From an optimization exercise on the open Yosys and OpenROAD flow, aimed at small area and a short achievable clock period; shortcuts taken in it are not production practice. At most, simulation tests tie the RTL to the original design; equivalence was not proved.

== main ==
// MrSimSimulation
module MrSimSimulation(input clk, input reset,
    input [63:0] io_enq_dat,
    input  io_enq_val,
    output io_enq_rdy,
    output[63:0] io_deq_dat,
    output io_deq_val,
    input  io_deq_rdy
);
For scale: roughly 1,300 cells after synthesis, roughly 130 I/O pins.
==> flow/config.mk <==
export PLATFORM = sky130hd
export DESIGN_NAME = MrSimSimulation
export DESIGN_NICKNAME = MrSimSimulation
export VERILOG_FILES = /design/flow/design.v
export SDC_FILE = /design/flow/constraint.sdc
export NUM_CORES = 4
export LEC_CHECK = 0
export CAP_MARGIN = 20
export CORE_MARGIN = 2
export CORE_UTILIZATION = 40
export PLACE_DENSITY = 0.6
export SLEW_MARGIN = 20
export SYNTH_HIERARCHICAL = 1
export SYNTH_MINIMUM_KEEP_SIZE = 0
==> flow/constraint.sdc <==
create_clock -name core_clock -period 17.0 [get_ports {clk}]
set_input_delay 3.4000 -clock core_clock [delete_from_list [all_inputs] [get_ports {clk}]]
set_output_delay 3.4000 -clock core_clock [all_outputs]
set_load 0.01 [all_outputs]
standard.sh (not shown) runs the stock make flow with config.mk's settings and CLKGATE_MAP_FILE= SYNTH_SCRIPT=/design/flow/synth_recipe.tcl, a recipe that flattens the netlist after the stock synthesis.
==> flow/flow/run.sh <==
#!/bin/bash
# Standard synthesis, then the standard layout with the resizer aiming for a setup slack margin,
# small port buffers and a smaller clock tree.
set -euo pipefail
bash standard.sh synth > synth.log 2>&1
bash standard.sh SETUP_SLACK_MARGIN=12.35 BUFFER_PORTS_ARGS='-buffer_cell sky130_fd_sc_hd__buf_1' 'CTS_ARGS=-sink_clustering_enable -repair_clock_nets -dont_use_dummy_load -buf_list sky130_fd_sc_hd__clkbuf_16 -sink_clustering_size 30 -sink_clustering_max_diameter 100' finish > layout.log 2>&1
Having completed the whole flow, main delivered a layout that passed the timing, DRC and antenna checks.
Input changes introduced in the feature branch (baseline for comparison: main):
diff --git a/flow/design.v b/flow/design.v
--- a/flow/design.v
+++ b/flow/design.v
@@ -7,24 +7,30 @@
     input  io_deq_rdy
 );
   reg [8:0] df0, df1, df2, df3, df4, df5;
   reg [15:0] p1, p2;
   reg v1, v2, v3;
   reg [6:0] e0, e1, e2;    
   reg l20, l21, l10;           
   wire [7:0] px = io_enq_dat[55:48];
   wire [7:0] py = io_enq_dat[63:56];
-  wire [8:0] dn0 = {1'b0, io_enq_dat[7:0]} - {1'b0, px};
-  wire [8:0] dn1 = {1'b0, io_enq_dat[15:8]} - {1'b0, py};
-  wire [8:0] dn2 = {1'b0, io_enq_dat[23:16]} - {1'b0, px};
-  wire [8:0] dn3 = {1'b0, io_enq_dat[31:24]} - {1'b0, py};
-  wire [8:0] dn4 = {1'b0, io_enq_dat[39:32]} - {1'b0, px};
-  wire [8:0] dn5 = {1'b0, io_enq_dat[47:40]} - {1'b0, py};
+  wire [8:0] dn0;
+  kmsub usub0 (.a(io_enq_dat[7:0]), .b(px), .d(dn0));
+  wire [8:0] dn1;
+  kmsub usub1 (.a(io_enq_dat[15:8]), .b(py), .d(dn1));
+  wire [8:0] dn2;
+  kmsub usub2 (.a(io_enq_dat[23:16]), .b(px), .d(dn2));
+  wire [8:0] dn3;
+  kmsub usub3 (.a(io_enq_dat[31:24]), .b(py), .d(dn3));
+  wire [8:0] dn4;
+  kmsub usub4 (.a(io_enq_dat[39:32]), .b(px), .d(dn4));
+  wire [8:0] dn5;
+  kmsub usub5 (.a(io_enq_dat[47:40]), .b(py), .d(dn5));
   wire pp1 = df0[0] & df0[1];
   wire pp2 = df0[0] & df0[2];
   wire pp3 = df0[0] & df0[3];
   wire pp4 = df0[0] & df0[4];
   wire pp5 = df0[0] & df0[5];
   wire pp6 = df0[0] & df0[6];
   wire pp7 = df0[0] & df0[7];
   wire pp8 = df0[1] & df0[2];
   wire pp9 = df0[1] & df0[3];
@@ -1188,13 +1194,16 @@
   end
   assign io_enq_rdy = 1'b1;
   assign io_deq_val = f[0];
   assign io_deq_dat = {32'd0, q0[17:2], 6'd0, q0[1:0], 8'hff};
 endmodule
 module kmfa(input a, input b, input c, output s, output co);
   assign s = a ^ b ^ c;
   assign co = (a & b) | (a & c) | (b & c);
 endmodule
+module kmsub(input [7:0] a, input [7:0] b, output [8:0] d);
+  assign d = {1'b0, a} - {1'b0, b};
+endmodule
 module kmha(input a, input b, output s, output co);
   assign s = a ^ b;
   assign co = a & b;
 endmodule
--- outcome ---
- From main to the feature branch the numbers moved as follows: register area comparable; total area of multi-input combinational cells now sits higher; cell area grew by 100 µm².
- main ended up with input port to flip-flop as its kind of critical path; the feature branch ended up with flip-flop to flip-flop.
- The final reports for the feature branch and main show area growth from synthesis to layout lower in the former.
Function not checked in the feature branch: the RTL went through the layout flow alone.

==> port drivers added, routing unchanged <==
How much do the figures lean on ideal ports? The routed layouts below were timed once more, with nothing changed but the port constraints.
Step 1, drivers: a clkbuf_16 drives clk and a buf_2 each remaining input, both assumed.
Step 2 adds t to the input delays and takes it off the output delays; t is the mean of the earliest and latest rising clock arrival at the registers after step 1. Input paths then give back, and output paths get back, about the clock's delay inside the block.
a / b / c = ideal / step 1 / step 2; a / b = the first two.
run	t, ns	slack for setup (ns)	worst data-port slew with drivers (ns)	pins driven straight from the clock port
main	0.466	12.428 / 12.448 / 11.983	0.10	1
the feature branch	0.471	12.394 / 12.394 / 11.964	0.11	1
After both steps setup and hold are still met in every run listed. For main, which loses most, drivers alone change the setup slack by +0.020 ns; drivers and shift together by -0.445 ns.
